From an optimization exercise on the open Yosys and OpenROAD flow, aimed at small area, a short achievable clock period and few clock cycles per item; shortcuts taken in it are not production practice. The RTL was checked by simulation tests, not by an equivalence proof against the original design. No activity file was given, so power comes from the tool's default toggle rates.

Design cnm_top, start of the top module:
module cnm_top (
    input  logic               clk,
    input  logic               rst,
    input  logic               in_valid,
    input  logic signed [7:0]  rea,
    input  logic signed [7:0]  ima,
    input  logic signed [7:0]  req,
    input  logic signed [7:0]  imq,
    output logic               out_valid,
    output logic signed [15:0] rep,
    output logic signed [15:0] imp
);
    logic [7:0] rea_r, ima_r;
    logic rep_b1;
    logic rep_b2;
    logic rep_b3;
    logic rep_b4;
    logic rep_b5;
    logic rep_b6;
    logic rep_b7;
    logic rep_b8;
    logic rep_b9;
    logic rep_b10;
    logic rep_b11;
    logic rep_b12;
    logic rep_b13;
    logic rep_b14;
    logic rep_b15;
    logic rep_b16;
    logic rep_b17;
    logic rep_b18;
    logic rep_b19;
    logic rep_b20;
    logic rep_b21;
    logic rep_b22;
    logic rep_b23;
    logic rep_b24;
    logic rep_b25;
    logic rep_b26;
    logic rep_b27;
    logic rep_b28;
    logic rep_b29;
    logic rep_b30;
    logic rep_b31;
    logic rep_b32;
    logic rep_b33;
    logic rep_b34;
    logic rep_b35;
    logic rep_b36;
    logic rep_b37;
    logic rep_b38;
    logic rep_b39;
    logic rep_b40;
    logic rep_b41;
    logic rep_b42;
    logic rep_b43;
    logic rep_b44;
    logic rep_b45;
    logic rep_b46;
    logic rep_b47;
    logic rep_b48;
    logic rep_b49;
    logic rep_b50;
    logic rep_b51;
    logic rep_b52;
    logic rep_b53;
    logic rep_b54;
    logic rep_b55;
    logic rep_b56;
    logic rep_b57;
    logic rep_b58;
    logic rep_b59;
  ...
For scale: about 820 cells after synthesis, about 150 flip-flops, about 68 I/O pins, roughly 9800 um2 of cells after synthesis.
export LEC_CHECK = 0
export CAP_MARGIN = 20
export CORE_MARGIN = 2
export CORE_UTILIZATION = 40
export CTS_BUF_LIST = sky130_fd_sc_hd__clkbuf_4 sky130_fd_sc_hd__clkbuf_8
export SETUP_SLACK_MARGIN = 4.5
export SLEW_MARGIN = 20
export SYNTH_HIERARCHICAL = 1
create_clock -name core_clock -period 7.0 [get_ports {clk}]
standard.sh (not shown) runs the stock make flow with config.mk's settings and CLKGATE_MAP_FILE= SYNTH_SCRIPT=/design/flow/synth_recipe.tcl, a recipe that flattens the netlist after the stock synthesis.
==> flow/flow/run.sh <==
#!/bin/bash
# Own layout flow: the standard flow (standard synthesis, same steps and
# settings) with two changes:
#  - the port buffers are the small sky130 buf_1 cell instead of the delay
#    cell buffer_ports picks by default (every input and output port still
#    gets its own buffer; repair may resize them);
#  - clock tree synthesis adds no dummy loads.
set -euo pipefail
export BUFFER_PORTS_ARGS="-buffer_cell sky130_fd_sc_hd__buf_1"
export CTS_ARGS="-sink_clustering_enable -repair_clock_nets -dont_use_dummy_load -buf_list {sky130_fd_sc_hd__clkbuf_4 sky130_fd_sc_hd__clkbuf_8}"
bash standard.sh > flow_make.log 2>&1
Testbench counts at the start, summed over its fixed seeds: cycles 16,024, items 16,000.
Change:
--- a/flow/flow/run.sh
+++ b/flow/flow/run.sh
@@ -8,4 +8,4 @@
 set -euo pipefail
 export BUFFER_PORTS_ARGS="-buffer_cell sky130_fd_sc_hd__buf_1"
-export CTS_ARGS="-sink_clustering_enable -repair_clock_nets -dont_use_dummy_load -buf_list {sky130_fd_sc_hd__clkbuf_4 sky130_fd_sc_hd__clkbuf_8}"
+export CTS_ARGS="-sink_clustering_enable -repair_clock_nets -dont_use_dummy_load -buf_list {sky130_fd_sc_hd__clkbuf_4 sky130_fd_sc_hd__clkbuf_8 sky130_fd_sc_hd__clkbuf_16} -sink_clustering_size 30 -sink_clustering_max_diameter 100"
 bash standard.sh > flow_make.log 2>&1
After rerunning: The changed run completed without violations. Clock power went up by 46%. Non-clock buffer count is unchanged. Core utilization is higher by 0.81 points. First-iteration DRC count is lower by 19%. Die area is unchanged. Wire length hardly moves. Area after synthesis stays the same. Fmax went up by 0.57%. Worst hold slack gets better by 0.0033 ns. Register-to-register slack is about the same. Cell count is unchanged.

========
Setup of run 1:
cnm_top again, from the RTL that the note above started with.
export LEC_CHECK = 0
export CAP_MARGIN = 20
export CORE_MARGIN = 2
export CORE_UTILIZATION = 40
export CTS_BUF_LIST = sky130_fd_sc_hd__clkbuf_4 sky130_fd_sc_hd__clkbuf_8
export SETUP_SLACK_MARGIN = 4.4
export SLEW_MARGIN = 20
export SYNTH_HIERARCHICAL = 1
create_clock -name core_clock -period 7.0 [get_ports {clk}]
==> flow/flow/run.sh <==
#!/bin/bash
# Own layout flow: the standard flow (standard synthesis, same steps and
# settings) with these changes:
#  - after the floorplan step, combinational cells that synthesis mapped at a
#    larger drive strength are set back to drive strength 1 (downsize.tcl);
#    the standard repair steps that follow upsize where timing needs it;
#  - the port buffers are the small sky130 buf_1 cell instead of the delay
#    cell buffer_ports picks by default (every input and output port still
#    gets its own buffer; repair may resize them);
#  - clock tree synthesis adds no dummy loads.
set -euo pipefail
export BUFFER_PORTS_ARGS="-buffer_cell sky130_fd_sc_hd__buf_1"
export CTS_ARGS="-sink_clustering_enable -repair_clock_nets -dont_use_dummy_load -buf_list {sky130_fd_sc_hd__clkbuf_4 sky130_fd_sc_hd__clkbuf_8}"
bash standard.sh floorplan > flow_make_floorplan.log 2>&1
RESULTS=orfs/results/$FLOW_PLATFORM/cnm_top/base \
LIB=$FLOW_HOME/platforms/$FLOW_PLATFORM/lib/sky130_fd_sc_hd__tt_025C_1v80.lib \
  openroad -no_init -exit flow/downsize.tcl > downsize.log 2>&1
touch orfs/results/$FLOW_PLATFORM/cnm_top/base/2_floorplan.odb
bash standard.sh > flow_make.log 2>&1
==> flow/flow/downsize.tcl <==
# Set every combinational cell of the synthesized, floorplanned design to its
# drive-strength-1 variant (same function and footprint family). The flow's
# later repair steps upsize again where timing needs it. Registers, clock and
# tap cells are left alone.
set results $::env(RESULTS)
read_liberty $::env(LIB)
read_db $results/2_floorplan.odb
set n 0
foreach inst [get_cells *] {
  set ref [get_property $inst ref_name]
  if {![regexp {^(sky130_fd_sc_hd__([a-z0-9]+))_([0-9]+)$} $ref -> base fn drive]} continue
  if {$drive <= 1} continue
  if {[regexp {^(df|ed|sd|dl|clk|tap|fill|decap|conb|probe|lpflow|buf|inv|bufinv|dly)} $fn]} continue
  set lc [get_lib_cells -quiet ${base}_1]
  if {$lc eq ""} continue
  replace_cell $inst $lc
  incr n
}
puts "downsized $n cells"
write_db $results/2_floorplan.odb
Run 1: flow completed, timing, DRC and antenna clean
Testbench counts of run 1, summed over its fixed seeds: cycles 16,024, items 16,000.
diff inputs: run 1 => run 2
==> flow/flow/run.sh <==
#!/bin/bash
# Own layout flow: the standard flow (standard synthesis, same steps and
# settings) with two changes:
#  - the port buffers are the small sky130 buf_1 cell instead of the delay
#    cell buffer_ports picks by default (every input and output port still
#    gets its own buffer; repair may resize them);
#  - clock tree synthesis adds no dummy loads.
set -euo pipefail
export BUFFER_PORTS_ARGS="-buffer_cell sky130_fd_sc_hd__buf_1"
export CTS_ARGS="-sink_clustering_enable -repair_clock_nets -dont_use_dummy_load -buf_list {sky130_fd_sc_hd__clkbuf_4 sky130_fd_sc_hd__clkbuf_8}"
bash standard.sh > flow_make.log 2>&1
diff --git a/flow/config.mk b/flow/config.mk
--- a/flow/config.mk
+++ b/flow/config.mk
@@ -9,5 +9,5 @@
 export CORE_MARGIN = 2
-export CORE_UTILIZATION = 40
+export CORE_UTILIZATION = 60
 export CTS_BUF_LIST = sky130_fd_sc_hd__clkbuf_4 sky130_fd_sc_hd__clkbuf_8
-export SETUP_SLACK_MARGIN = 4.4
+export SETUP_SLACK_MARGIN = 4.5
 export SLEW_MARGIN = 20
removed: flow/flow/downsize.tcl
No stage failed in run 2, and the final checks on the layout all came back clean. From run 1 to run 2 the numbers moved as follows: share of synthesized cell area in and, or, nand and nor gates neither gained nor lost much, tightest hold margin picked up an extra 0.0054 ns. Changes observed in run 2 relative to run 1: initial core utilization picked up an extra 21 points; routed length on met2 increased by about 8% relative to the old numbers; via count of the first global-routing pass has increased; reported leakage power increased 3.0%; worst setup slack shows an increase of 0.056 ns. The lower remaining max-slew budget at the tightest pin came out of run 1. In the metrics for run 2 and run 1, the one carrying the lower inserted tap cell count is run 2.
--- input diff run 2..run 3 ---
diff --git a/flow/flow/run.sh b/flow/flow/run.sh
--- a/flow/flow/run.sh
+++ b/flow/flow/run.sh
@@ -10,2 +10,3 @@
 export CTS_ARGS="-sink_clustering_enable -repair_clock_nets -dont_use_dummy_load -buf_list {sky130_fd_sc_hd__clkbuf_4 sky130_fd_sc_hd__clkbuf_8}"
+export RECOVER_POWER=100
 bash standard.sh > flow_make.log 2>&1
diff --git a/flow/config.mk b/flow/config.mk
--- a/flow/config.mk
+++ b/flow/config.mk
@@ -9,3 +9,3 @@
 export CORE_MARGIN = 2
-export CORE_UTILIZATION = 60
+export CORE_UTILIZATION = 40
 export CTS_BUF_LIST = sky130_fd_sc_hd__clkbuf_4 sky130_fd_sc_hd__clkbuf_8
Results
In run 3 the implementation completed, yet the final layout does not meet the checks, the culprit being max-capacitance violations, max-slew violations. Run 2 went all the way through synthesis, placement and routing and the layout is clean on timing, DRC and antenna. Run 2 -> run 3: combined flip-flop and latch cell area decreased slightly. Run 3 against run 2: routed wire length down about 1%; power share of the combinational group down 0.4 points; number of gates given a new drive strength after cts down 28%. Relative to run 2, buffering stage count on the worst path with inverters included has gone up in run 3. Diff run 2..run 3 | number of buffer cells added on primary ports | negligible.
Relative to run 3, the following input files were edited for run 4:
diff --git a/flow/flow/run.sh b/flow/flow/run.sh
--- a/flow/flow/run.sh
+++ b/flow/flow/run.sh
@@ -9,4 +9,3 @@
 export BUFFER_PORTS_ARGS="-buffer_cell sky130_fd_sc_hd__buf_1"
-export CTS_ARGS="-sink_clustering_enable -repair_clock_nets -dont_use_dummy_load -buf_list {sky130_fd_sc_hd__clkbuf_4 sky130_fd_sc_hd__clkbuf_8}"
-export RECOVER_POWER=100
+export CTS_ARGS="-sink_clustering_enable -repair_clock_nets -dont_use_dummy_load -buf_list {sky130_fd_sc_hd__clkbuf_4}"
 bash standard.sh > flow_make.log 2>&1
## What came out
- Run 4 completed; timing, DRC and antenna clean
- In the flow results for run 4 and run 3, the number of global-route vias before repair is smaller on run 4.
- Diff run 4 and run 3: combinational share of power higher in run 4
- Where clock period minus worst slack is concerned, run 3 is outperformed by run 4.
- Number of fill cells: run 4 vs run 3 — no meaningful difference
- The run showing the smaller sum of internal, switching and leakage power is run 4.
- Going from run 3 to run 4, total length of routed wires shrank slightly.
- Re synthesized netlist cell count: no difference whatsoever between run 4 and run 3.
- Non-clock buffer count (lower): run 4
- Of the two values seen for worst setup path startpoint, req_one_r[1] was produced by run 4 and req_nneg_r[2] by run 3.

## static timing again, ports no longer ideal
In the flow no input, the clock included, has a driving cell. The finished layouts below were timed again as built, in two steps.
Step 1: set_driving_cell puts a clkbuf_16 on clk and a buf_2 on each other input, an assumption about the parent block.
Step 2, shift: input delay + t, output delay - t, t = (earliest + latest rising clock arrival at the registers) / 2. This alone moves slack from input paths to output paths.
Slacks: ideal ports / drivers / drivers and shift; pairs: ideal ports / drivers.
run	shift t [ns]	setup WS [ns]	worst setup path after step 2	worst data-port slew with drivers (ns)	cell pins on the clock port's net
the first run of note 1	0.492	4.597 / 4.597 / 4.597	register to register	0.03	1
the second run of note 1	0.465	4.610 / 4.610 / 4.610	register to register	0.03	1
run 1	0.473	4.487 / 4.487 / 4.487	register to register	0.03	1
run 2	0.477	4.543 / 4.543 / 4.543	register to register	0.04	1
run 3	0.496	3.638 / 3.638 / 3.638	register to register	0.03	1
run 4	0.575	4.591 / 4.556 / 4.591	register to register	0.03	1
